This is an optimization exercise on Yosys and OpenROAD, whose aim is small area, not a production implementation. In this exercise RTL edits were held to simulation tests only and were not proved equivalent to the original. No activity file was given, so power comes from the tool's default toggle rates.

==> flow/design.v <==
`timescale 1ns/1ps
module uart_rx #
(
    parameter BAUD_RATE = 9600,
    parameter CLOCK_FREQ = 50000000    
)
(
    input wire clk,
    input wire data_in,      
    input wire rst,
    output reg rx_ready,
    output reg busy,
    output reg frame_error,      
    output reg [7:0] rx
);
localparam CLKS_PER_BIT = CLOCK_FREQ / BAUD_RATE;
reg [31:0] bit_count;
reg [2:0] bit_index;
reg [2:0] state;
reg [7:0] rx_shift;      
wire baud_tick = (bit_count == CLKS_PER_BIT-1);
wire sample_tick = (bit_count == (CLKS_PER_BIT-1)/2);
localparam IDLE  = 3'b00;
localparam START = 3'b01;
localparam DATA  = 3'b10;
localparam STOP  = 3'b11;
always @(posedge clk) begin
    if (rst) begin
        state <= IDLE;
        bit_count <= 0;
        bit_index <= 0;
        rx_ready <= 0;
        rx_shift <= 0;
        frame_error <= 0;
        rx <= 0;
        busy <= 0;
    end else begin
        rx_ready <= 0;
        frame_error <= 0;
        case (state) 
            IDLE: begin
                bit_index <= 3'b0;
                bit_count <= 32'b0;
                busy <= 0;
                if (data_in == 1'b0) begin
                    state <= START; 
                    busy <= 1;
                end
            end
            START: begin
                if (sample_tick) begin
                    if (data_in == 1'b1) 
                        state <= IDLE;   
                    else
                        bit_count <= bit_count + 1;
                end else if (baud_tick) begin
                    state <= DATA;
                    bit_count <= 0;
                end else
                    bit_count <= bit_count + 1;
            end
            DATA: begin
                if (sample_tick)
                    rx_shift[bit_index] <= data_in;
                if (baud_tick) begin
                    if (bit_index == 3'b111)
                        state <= STOP;
                    else
                        bit_index <= bit_index + 1;
                    bit_count <= 0;
                end else
                    bit_count <= bit_count + 1;
            end
            STOP: begin
                if (sample_tick) begin
                    if (data_in == 1'b1) begin
                        rx <= rx_shift;     
                        rx_ready <= 1'b1;
                        frame_error <= 1'b0;
                    end else
                        frame_error <= 1'b1;
                end 
                if (baud_tick) begin
                    state <= IDLE;
                    bit_count <= 0;
                    busy <= 0;
                end else
                    bit_count <= bit_count + 1;
            end
            default: state <= IDLE;
        endcase
    end
end
endmodule
`timescale 1ns/1ps
module uart_tx # 
(
    parameter BAUD_RATE = 9600,
    parameter CLOCK_FREQ = 50000000    
)
(
    input wire clk,              
    input wire rst,
    input wire start,            
    input wire [7:0] data_in,    
    output reg busy,             
    output reg tx                
);
localparam CLKS_PER_BIT = CLOCK_FREQ / BAUD_RATE;
reg [2:0] state;         
reg [7:0] data_reg;
reg [31:0] bit_count;
reg [2:0] bit_index;
wire baud_tick = (bit_count == CLKS_PER_BIT-1);
localparam IDLE  = 3'b00;
localparam START = 3'b01;
localparam DATA  = 3'b10;
localparam STOP  = 3'b11;
always @(posedge clk) begin
    if (rst) begin
        bit_count <= 32'b0;      
        state <= IDLE;
        busy <= 1'b0;
        tx <= 1'b1;              
        bit_index <= 3'b0;
        data_reg <= 0;
    end else begin
        case (state)
            IDLE: begin
                tx <= 1'b1;            
                busy <= 1'b0;           
                bit_index <= 3'b0;
                bit_count <= 32'b0;      
                if (start) begin
                    data_reg <= data_in;
                    state <= START;
                    busy <= 1'b1;
                end
            end
            START: begin
                tx <= 1'b0;
                if (baud_tick) begin
                    state <= DATA;
                    bit_count <= 0;
                end else
                    bit_count <= bit_count + 1;
            end
            DATA: begin
                tx <= data_reg[bit_index];
                if (baud_tick) begin
                    if (bit_index == 3'b111) begin
                        state <= STOP;
                     end else
                        bit_index <= bit_index + 1;
                    bit_count <= 0;
                end else
                    bit_count <= bit_count + 1;
            end
            STOP: begin
                tx <= 1'b1;
                if (baud_tick) begin
                    state <= IDLE;       
                    busy <= 1'b0;
                    bit_count <= 0;
                end else
                    bit_count <= bit_count + 1;
            end
            default: state <= IDLE;
        endcase
    end
end
endmodule
`timescale 1ns/1ps
module uart #
(
    parameter BAUD_RATE = 9600,
    parameter CLOCK_FREQ = 50000000    
)
(
    input wire clk,
    input wire rst,
    input wire start,    
    input wire [7:0] tx_data_in,    
    input wire rx_data_in,  
    output wire busy_tx, 
    output wire busy_rx,
    output wire rx_ready,
    output wire frame_error,
    output wire tx_data_out, 
    output wire [7:0] rx_data_out
);
uart_rx #(
    .BAUD_RATE (BAUD_RATE),
    .CLOCK_FREQ (CLOCK_FREQ)
) receiver (
    .clk         (clk),
    .rst         (rst),
    .data_in     (rx_data_in),
    .rx          (rx_data_out),
    .frame_error (frame_error),
    .rx_ready    (rx_ready),
    .busy        (busy_rx)
);
uart_tx #( 
    .BAUD_RATE (BAUD_RATE), 
    .CLOCK_FREQ (CLOCK_FREQ)
) transmitter (
    .clk     (clk),
    .rst     (rst),
    .start   (start),
    .data_in (tx_data_in),
    .busy    (busy_tx),
    .tx      (tx_data_out)
);
endmodule
==> flow/run.sh <==
#!/bin/bash
# synth_recipe.tcl (not shown) runs the flow's synth.tcl, then flattens the netlist and writes it again
# the make line also repeats each setting of config.mk as NAME=value (left out here)
make -C /OpenROAD-flow-scripts/flow DESIGN_CONFIG=/design/flow/config.mk WORK_HOME=/design/flow/orfs CLKGATE_MAP_FILE= SYNTH_SCRIPT=/design/flow/synth_recipe.tcl finish
==> flow/config.mk <==
export PLATFORM = sky130hd
export DESIGN_NAME = uart
export DESIGN_NICKNAME = uart
export VERILOG_FILES = /design/flow/design.v
export SDC_FILE = /design/flow/constraint.sdc
export NUM_CORES = 4
export LEC_CHECK = 0
export CAP_MARGIN = 20
export CORE_MARGIN = 2
export CORE_UTILIZATION = 40
export SLEW_MARGIN = 20
==> flow/constraint.sdc <==
create_clock -name core_clock -period 20.0 [get_ports {clk}]
set_input_delay 4.0000 -clock core_clock [delete_from_list [all_inputs] [get_ports {clk}]]
set_output_delay 4.0000 -clock core_clock [all_outputs]
set_load 0.01 [all_outputs]
==> results of run 1 <==
## critical path, stage by stage
cell and delay [ns]:
clkdlybuf4s50_1 0.71, nand2_1 0.09, or4_4 0.46, nor4_4 0.60, mux2i_1 0.28, nor2_1 0.06
## worst min-delay path by stage
stage,endpoint,cells past startpoint
floorplan,transmitter.data_reg[2],2
global placement,transmitter.data_reg[1],2
detailed placement,transmitter.data_reg[4],2
CTS,transmitter.data_reg[4],2
global route,transmitter.data_reg[5],2
finish,transmitter.data_reg[5],2
## through the flow
step	total power [mW]	area, um2	util (%)
after floorplan	0.293	5230	-
after global placement	0.317	5610	44.3
after detailed placement	0.319	5610	44.3
after CTS	0.497	5910	46.6
after global routing	0.519	5910	46.6
final	0.492	5910	46.6
## final cells by class
type                       count  area [um2]  area share [%]
multi-input combinational    480        3000            50.7
sequential                   103        2060            34.9
timing repair buffer          29         278            4.70
clock buffer                  11         243            4.11
tap                          172         215            3.64
clock inverter                 5        57.6           0.974
inverter                      15        56.3           0.953
## layout by cell type, fill, tap and decap left out, types with 5 or more instances in the layout
cell type	n
a21o_1	6
a21oi_1	44
a31oi_1	15
and3_1	10
and4_1	14
buf_4	5
clkbuf_16	9
clkdlybuf4s50_1	24
dfxtp_1	103
ha_1	15
inv_1	15
mux2i_1	14
nand2_1	67
nand3_1	38
nand4_1	32
nor2_1	62
nor2b_1	5
nor3_1	17
nor4_1	14
nor4bb_1	5
o21ai_0	17
or3_1	8
or4_1	5
xor2_1	27
## kinds of logic (layout without fill, tap and decap cells)
| family | count (synthesis) | after routing | synth area share, % |
|---|---|---|---|
| AND/OR/NAND/NOR | 300 | 300 | 30.6 |
| AO/OA/AOI/OAI | 114 | 114 | 13.5 |
| flip-flops | 103 | 103 | 39.4 |
| buffers and inverters | 44 | 60 | 3.30 |
| XOR/XNOR | 31 | 31 | 5.19 |
| multiplexers | 20 | 20 | 4.40 |
| adder cells (fa/ha/maj) | 15 | 15 | 3.59 |
## power by group
group | leakage, nW | internal, mW | total, mW | switching (mW)
Sequential | 0.832 | 0.214 | 0.222 | 0.00829
Clock | 0.149 | 0.101 | 0.177 | 0.0760
Combinational | 1.00 | 0.0346 | 0.0929 | 0.0584
Total | 1.99 | 0.349 | 0.492 | 0.143
## Yosys cell counts (2+ instances only)
cell / n
a21o_1: 6
a21oi_1: 44
a31o_2: 4
a31oi_1: 15
a32o_1: 2
a41oi_1: 3
and2_1: 4
and3_1: 10
and4_1: 14
buf_1: 2
clkbuf_1: 26
dfxtp_1: 103
ha_1: 15
inv_1: 15
mux2_2: 4
mux2i_1: 14
mux4_2: 2
nand2_1: 67
nand2b_1: 4
nand3_1: 38
nand3b_1: 3
nand4_1: 32
nor2_1: 62
nor2b_1: 5
nor3_1: 17
nor4_1: 14
nor4b_1: 4
nor4bb_1: 5
o211ai_1: 3
o21a_1: 4
o21ai_0: 17
o21ai_1: 3
o41ai_1: 3
or2_2: 2
or3_1: 8
or4_1: 5
xnor2_1: 4
xor2_1: 27
## layer usage
layer	GRT usage [%]	routed length, um	vias up	part of all wire, %
met5	0	0	-	0
met4	5.50	162	0	1.4
met3	3.52	375	15	3.2
met2	29.2	5590	74	47
met1	23.0	5670	2216	48
li1	-	-	2330	-
==> run notes, run 1 <==
Outcome
The run finished with no timing, DRC or antenna violations.

Final layout
The number of antenna diodes in the final layout is 0. The largest registers in the layout are receiver.bit_count x32, transmitter.bit_count x32. Relative to the synthesized area, the layout overhead comes to 13.0%. The filler cells instantiated in the layout total 1257.

In the final layout, the share of cells above drive strength 1 is 5.75%. The net total in the final layout is 665. Leaving out filler cells and counting taps, the final layout contains 815.

Timing
Dividing the final minimum period by the clock period gives 29.9%. Setup repair after global routing left no endpoint under its margin. For the pin with the worst max-slew slack, the measured transition is 0.901 ns. Final hold analysis gives a worst-case slack of 0.456 ns. After routing, the total negative slack on setup checks comes to 0 ns.

The minimum period implied by the final worst setup slack is 5.99 ns. The final worst setup slack is 14.01 ns. The number of pins with negative max-slew slack in the final report came to 0.

The hold violation count in the final report is 0. The worst pin sits at a relative slew slack of 39.5%. Timing would allow up to 0.167 GHz. The worst-case clock skew is about 0.0074 ns.

Setup violations remaining at the end of the flow were counted as 0.

Placement
The global placer's final weighted congestion is 0.826. Summed over all nets, the half-perimeter wirelength after detailed placement is 8220 um. The placed cell count is 799.

Port buffering added 24 buffers. OpenSTA, run right after detailed placement, puts the worst setup slack at between 10 and 15 ns.

Clock network
The number of buffers inserted during clock tree synthesis is 9. The clock reaches the later pin of the worst-skew pair after ~0.34 ns. In this run the number of H-tree levels came out at 3.

The post-CTS setup buffer count is 0. The tree is rooted in a clkbuf_16. After clock tree synthesis, the clock-pin slew on the worst setup and hold paths is 0.07 ns. The count of instances resized after the clock tree is built is 0. The tree built by TritonCTS fans out to 103 sinks. TritonCTS built the clock tree. Buffers inserted to repair hold after CTS numbered 0. The clock passes through at most 2 buffers.

Yosys
Yosys printed 2 warnings. The count of unique library cells instantiated by Yosys is 55. The net count of the mapped netlist is 654.

The sequential fraction of the synthesis area is 39.4%. The synthesized design contains 0 enable-type register cells. Sorting the synthesized cells by area gives the leading types as dfxtp_1 39%, nand2_1 4.8%, xor2_1 4.5%. Of all flip-flops after synthesis, the portion carrying an async set or reset was 0%. Synthesis handed over a netlist of about 630 instances.

In the synthesized netlist the dominant register cell turns out to be dfxtp_1. The area share of the leading cell type in the synthesized netlist is 39.4%. After synthesis the netlist holds a flip-flop and latch count of 103.

The cell taking the most area after synthesis is dfxtp_1. In this run the mean area of a mapped cell was 8.34 um2. After synthesis the cells add up to roughly 5200 um2.

Worst setup path
Counting cells, the worst reg-to-reg path comes to 5. For the worst setup path, the data required time is 20.22 ns. The sort of element at the end of the critical path is a register. The element type at the critical path start is an input port. The launch instance of the worst register-to-register path is receiver.bit_count[23].

The critical path is of the input port to register type. The internal reg-to-reg setup slack is 17.36 ns. In this run the critical register-to-register path is captured at receiver.bit_index[1]. The data arrival time of the critical path is 6.21 ns.

The maximum fanout along the worst path is 11. The endpoint of the worst setup timing path is receiver.rx[5]. The worst setup path startpoint is rx_data_in.

Floorplanning
The row count is 41. The die covers 14000 um2. The initial utilization of the core area, before any placement, comes to 41.3%. The width of the die is 118 um.

For this design the top-level I/O count stands at 25. The region available for standard cell placement spans around 13000 um2. The die is roughly 120 um tall.

Job
The total of max-cap violations is 0.

Route
Before antenna repair, the detailed router went through 5 iterations. The number of design rule violations left after detail routing is 0. After detailed routing, the number of vias per cell comes to 5.69.

Wires add up to around 12000 um. The detailed router finished its first iteration with between 300 and 400 violations. After detailed routing, the average wire length per cell comes to 14.5 um. Summing over every cut layer, the via total after detailed routing is 4635. The count of nets left with antenna violations once routing finished came out at 0.

Power and ir drop
For this design the ratio of total power to cell area is 83.2 nW/um2. VDD sags by at most ~0.041 mV. The analysis attributes to cell leakage a power of around 2.0 nW.

Worst hold path
The launch instance of the worst min-delay path is transmitter.data_reg[5]. In this run the worst hold path is classified as register to register.

GRT
The total grt overflow is 0. The number of antenna violations at the first check in global routing came to 0. The number of global-route vias before repair was between 4k and 5k.

The largest net degree at the start of global routing is 39. The overall track demand over capacity in global routing is around 18%. The first global-routing pass estimated approximately 21000 um of wire.
==> run 2: changes to the inputs <==
==> flow/design.v (replaced) <==
`timescale 1ns/1ps
module uart_rx
(
    input wire clk,
    input wire data_in,
    input wire rst,
    output reg rx_ready,
    output wire busy,
    output reg frame_error,
    output reg [7:0] rx
);
reg [11:0] lfsr;
reg [4:0] phase;
reg [7:0] rx_shift;
wire idle = (phase[4:1] == 4'd1);
wire half_end = (lfsr & 12'hEFD) == 12'h2F1;
wire [11:0] lfsr_next = {lfsr[10:0], ~(lfsr[11] ^ lfsr[0])};
assign busy = (phase != 5'd2);
always @(posedge clk) begin
    if (idle || half_end)
        lfsr <= 12'd0;
    else
        lfsr <= lfsr_next;
    if (!idle && half_end && phase[4] && !phase[0])
        rx_shift <= {data_in, rx_shift[7:1]};
    if (rst) begin
        phase <= 5'd2;
        rx_ready <= 1'b0;
        frame_error <= 1'b0;
        rx <= 8'd0;
    end else begin
        rx_ready <= 1'b0;
        frame_error <= 1'b0;
        if (idle) begin
            phase <= data_in ? 5'd2 : 5'd14;
        end else if (half_end) begin
            if (phase == 5'd14 && data_in)
                phase <= 5'd3;
            else
                phase <= phase + 5'd1;
            if (phase == 5'd0) begin
                if (data_in) begin
                    rx <= rx_shift;
                    rx_ready <= 1'b1;
                end else
                    frame_error <= 1'b1;
            end
        end
    end
end
endmodule
`timescale 1ns/1ps
module uart_tx
(
    input wire clk,
    input wire rst,
    input wire start,
    input wire [7:0] data_in,
    output wire busy,
    output reg tx
);
reg [12:0] lfsr;
reg [3:0] state;
reg [7:0] data_reg;
wire idle = (state == 4'd1);
wire bit_end = (lfsr & 13'h17DB) == 13'h00CB;
wire [12:0] lfsr_next = {lfsr[11:0], ~(lfsr[12] ^ lfsr[9])};
assign busy = !idle;
always @(posedge clk) begin
    if (idle || bit_end)
        lfsr <= 13'd0;
    else
        lfsr <= lfsr_next;
    if (idle)
        data_reg <= data_in;
    if (rst) begin
        state <= 4'd1;
        tx <= 1'b1;
    end else begin
        if (idle) begin
            tx <= 1'b1;
            if (start)
                state <= 4'd7;
        end else begin
            if (state == 4'd7)
                tx <= 1'b0;
            else if (state[3])
                tx <= data_reg[state[2:0]];
            else
                tx <= 1'b1;
            if (bit_end)
                state <= state + 4'd1;
        end
    end
end
endmodule
`timescale 1ns/1ps
module uart #
(
    parameter BAUD_RATE = 9600,
    parameter CLOCK_FREQ = 50000000
)
(
    input wire clk,
    input wire rst,
    input wire start,
    input wire [7:0] tx_data_in,
    input wire rx_data_in,
    output wire busy_tx,
    output wire busy_rx,
    output wire rx_ready,
    output wire frame_error,
    output wire tx_data_out,
    output wire [7:0] rx_data_out
);
uart_rx receiver (
    .clk         (clk),
    .rst         (rst),
    .data_in     (rx_data_in),
    .rx          (rx_data_out),
    .frame_error (frame_error),
    .rx_ready    (rx_ready),
    .busy        (busy_rx)
);
uart_tx transmitter (
    .clk     (clk),
    .rst     (rst),
    .start   (start),
    .data_in (tx_data_in),
    .busy    (busy_tx),
    .tx      (tx_data_out)
);
endmodule
==> run notes, run 2 <==
Outcome
The run finished with no timing, DRC or antenna violations.

Worst setup path
On the critical path the largest part of the delay comes from simple AND/OR/NAND/NOR gates. The number of buffer and inverter stages on the critical path is 1. The slowest cell on the critical path is or3b_2. The sort of element at the end of the critical path is an output pin. STA puts the critical path data required time at 16.00 ns.

By startpoint and endpoint, the worst setup path is classified as register to output pin. In this design, the stage delay of the slowest critical-path cell is 0.53 ns. The maximum fanout along the worst path is 7.

STA classifies the critical path startpoint as a register. Traced cell by cell, the critical path runs through ha_1 > or3b_2 > clkdlybuf4s50_1. The data arrival time of the critical path is 2.08 ns.

Timing
The hold violation count in the final report is 0. Setup total negative slack on the finished layout was measured at 0 ns. The worst-case clock skew is roughly 0.008 ns.

The actual slew at the worst max-slew pin is 0.780 ns. Setup repair after global routing left no endpoint under its margin. The worst path uses 30.4% of the clock period. The worst pin sits at a relative slew slack of 47.8%. Based on the critical path, the design can be clocked at up to 0.165 GHz. The minimum period implied by the final worst setup slack is 6.08 ns. The number of pins with negative max-slew slack in the final report is 0. Setup violations remaining at the end of the flow were counted as 0. The worst path meets setup with 13.92 ns of slack.

Floorplanning
Once the floorplan was initialized, standard cells occupied 41.3% of the core. In this run the standard cell core region covers 5470 um2. The number of top-level design ports is 25. After floorplanning, the core was divided into 27 placement rows. The die covers 6270 um2. The width of the die is 79.2 um. In this run the vertical extent of the chip is just under 80 um.

Power and ir drop
The analysis attributes to net switching a power of 61.7 uW. Per report_power, the clock group accounts for 35.8% of the total. The combinational share of power is between 10% and 20%.

The static power due to leakage is 0.978 nW. The post-route total power is 262 uW. Registers are responsible for between 50% and 60% of the overall power.

The switching share of power is 23.5%. The total internal power is 201 uW. The worst supply voltage drop on vdd is 0.0421 mV. Dividing total power by cell area gives a power density of 96.0 nW/um2.

Clock network
The source-to-sink clock delay at the later pin of the worst-skew pair is 0.33 ns. The clock transition at the register clock pins on the worst setup and hold paths after CTS is ~0.06 ns. TritonCTS built the clock tree. The number of buffers inserted during clock tree synthesis is 9.

The count of instances resized after the clock tree is built is 0. The total number of clock tree sinks is between 60 and 70. Hold repair after CTS inserted 0 buffers. Post-CTS timing repair inserted 0 buffers for setup. The depth of the CTS H-tree is 3. The CTS root buffer is clkbuf_8.

The number of buffers between clock root and the deepest sink is 2.

Yosys
Counting every net in the synthesized netlist gives 215. The Yosys warning count is 2. The area share of the leading cell type in the synthesized netlist is 39.8%. The number of instances in the synthesized netlist is 198.

The mean cell area of the mapped netlist is between 10 and 15 um2. The leading cell type by number of instances after synthesis is dfxtp_1. Ranked by instance count, the synthesized netlist is headed by 45 x dfxtp_1, 19 x and2_1, 16 x edfxtp_1. The synthesized netlist occupies a cell area of 2260 um2.

The count of unique library cells instantiated by Yosys is 42. By area the synthesized netlist is led by dfxtp_1 40%, edfxtp_1 21%, and2_1 5.3%. Synthesis inferred 61 register bits.

The sequential fraction of the synthesis area is 61.1%. The count of flip-flops with a built-in enable after synthesis is 16. The async set or reset register ratio after synthesis is 0%. The most common flop cell mapped by yosys is dfxtp_1.

dfxtp_1 takes more of the synthesized area than any other cell.

Final layout
The final layout contains 242 nets. Leaving out fill and tap cells, the most frequent cells in the layout are 45 x dfxtp_1, 24 x clkdlybuf4s50_1, 19 x and2_1, 16 x edfxtp_1. The largest registers in the layout are transmitter.lfsr x13, receiver.lfsr x12.

The flip-flop count of the largest register, all copies and words added is 13. 0 antenna diodes ended up in the layout. The filler cells instantiated in the layout total ~520.

The area growth from synthesis to layout is 20.9%. The most common library cell in the layout ignoring fill and taps is dfxtp_1. The register bank with the most flops is transmitter.lfsr. The share of cells above drive strength 1 is 9.13%.

Job
The tool flagged a number of max-cap violations equal to 0.

Placement
Before CTS, the worst setup slack after placement is approximately 14 ns. The number of port buffers is 24. The global placer's final weighted congestion is 0.808. After legalization and detailed placement, the total HPWL measured around 2600 um.

GRT
The wire length of the first global-routing pass is 6600 um. The largest net degree at the start of global routing is 22. In the global route stage, overall resource usage came out at 13.9%. The number of global-route vias before repair was 1428. The number of antenna violations at the first check in global routing is 0. The total grt overflow is 0.

Route
The wire length per cell after detailed routing is 13.1 um. The per-cell via count in the routed design is between 4 and 5. The number of design rule violations left after detail routing is 0. The count of nets left with antenna violations after detail routing is 0. The routed wire length is a little under 4000 um. The total via count in the routed design is 1505. After the first detailed-routing iteration, the DRC count stood at 98. The first-pass detailed-route iteration total is 6.

Worst hold path
The path class of the tightest hold or removal check is register to register.
-- run 2: cell count changes in the layout (fill, tap and decap cells not counted), sizes merged, moves of 13 or more --
cell,before,now
nor4,16,2
nor2,62,7
edfxtp,0,16
a21oi,44,12
and2,4,20
nand3,38,11
and4,14,1
xor2,27,2
dfxtp,103,45
mux2i,14,0
nand2,67,3
nand4,32,3
-- run 2: metal layers --
layer / wire length [um] / up-vias / global-route usage, %
met5: 0 / - / 0
met4: 53 / 0 / 8.79
met3: 161 / 4 / 4.43
met2: 1780 / 30 / 20.3
met1: 1950 / 701 / 17.8
li1: - / 770 / -
-- run 2: per-stage QoR --
stage                     cell area, um2  cells  util (%)  hold slack, ns
after global placement              2560    286      46.8           0.407
after CTS                           2730    302      50.0           0.427
after detailed placement            2560    286      46.8           0.412
final                               2730    302      50.0           0.424
after floorplan                     2260    198         -           0.406
after global routing                2730    302      50.0           0.442
-- run 2: logic make-up after synthesis --
kind of cell / count (synthesis) / share of synthesized area, %
flops: 61 / 61.1
compound gates: 37 / 9.74
buf+inv: 14 / 2.88
xor+xnor: 3 / 1.16
fa+ha+maj: 5 / 2.77
mux: 2 / 1.99
simple gates: 76 / 20.4
-- run 2: power by group through the flow --
stage / logic, mW / registers [mW] / clock network (mW)
after floorplan: 0.0201 / 0.141 / 0
after global placement: 0.0276 / 0.144 / 0
after detailed placement: 0.0278 / 0.144 / 0
after CTS: 0.0279 / 0.141 / 0.0977
after global routing: 0.0306 / 0.142 / 0.103
final: 0.0275 / 0.141 / 0.0940
-- run 2: path summary, 6_finish.rpt --
check / from / endpoint / slack, ns / cells past startpoint
max: transmitter.state[0] / busy_tx / 13.92 / 3
max reg2reg: transmitter.state[0] / transmitter.state[1] / 17.84 / 5
min: transmitter.lfsr[11] / transmitter.lfsr[12] / 0.42 / 1
min reg2reg: transmitter.lfsr[11] / transmitter.lfsr[12] / 0.42 / 1
-- run 2: area by class of cell --
type	count	area, um2	area share (%)
flip-flops and latches	61	1380	50.5
multi-input cells	123	821	30.0
well taps	72	90.1	3.30
clock buffers	14	163	5.95
clock inverters	2	8.76	0.320
repair buffers	26	255	9.34
inverters	4	15.0	0.549

[separate check: timing with driven ports]
No port has a modelled driver above. Below, the same layouts with a new extraction and two added sets of constraints. Step 1 (the two cells are an assumption about what drives the block):
set clk [get_ports {clk}]
set_driving_cell -lib_cell sky130_fd_sc_hd__clkbuf_16 $clk
set_driving_cell -lib_cell sky130_fd_sc_hd__buf_2 [delete_from_list [all_inputs] $clk]
Step 2, shift: input delay + t, output delay - t, t = (earliest + latest rising clock arrival at the registers) / 2. This alone moves slack from input paths to output paths. Slacks: ideal ports / drivers / drivers and shift; pairs: ideal ports / drivers.
run	shift t [ns]	setup slack, ns	hold WS [ns]	worst setup path at the end	worst data-port slew with drivers (ns)
run 1	0.380	14.014 / 14.030 / 13.650	0.456 / 0.456 / 0.456	input to register	0.03
run 2	0.353	13.923 / 13.893 / 14.246	0.424 / 0.424 / 0.424	register to output	0.03
After both steps every run listed still meets setup and hold. The setup slack of run 1, which loses most, moves by +0.016 ns with the drivers and by -0.364 ns with both steps.
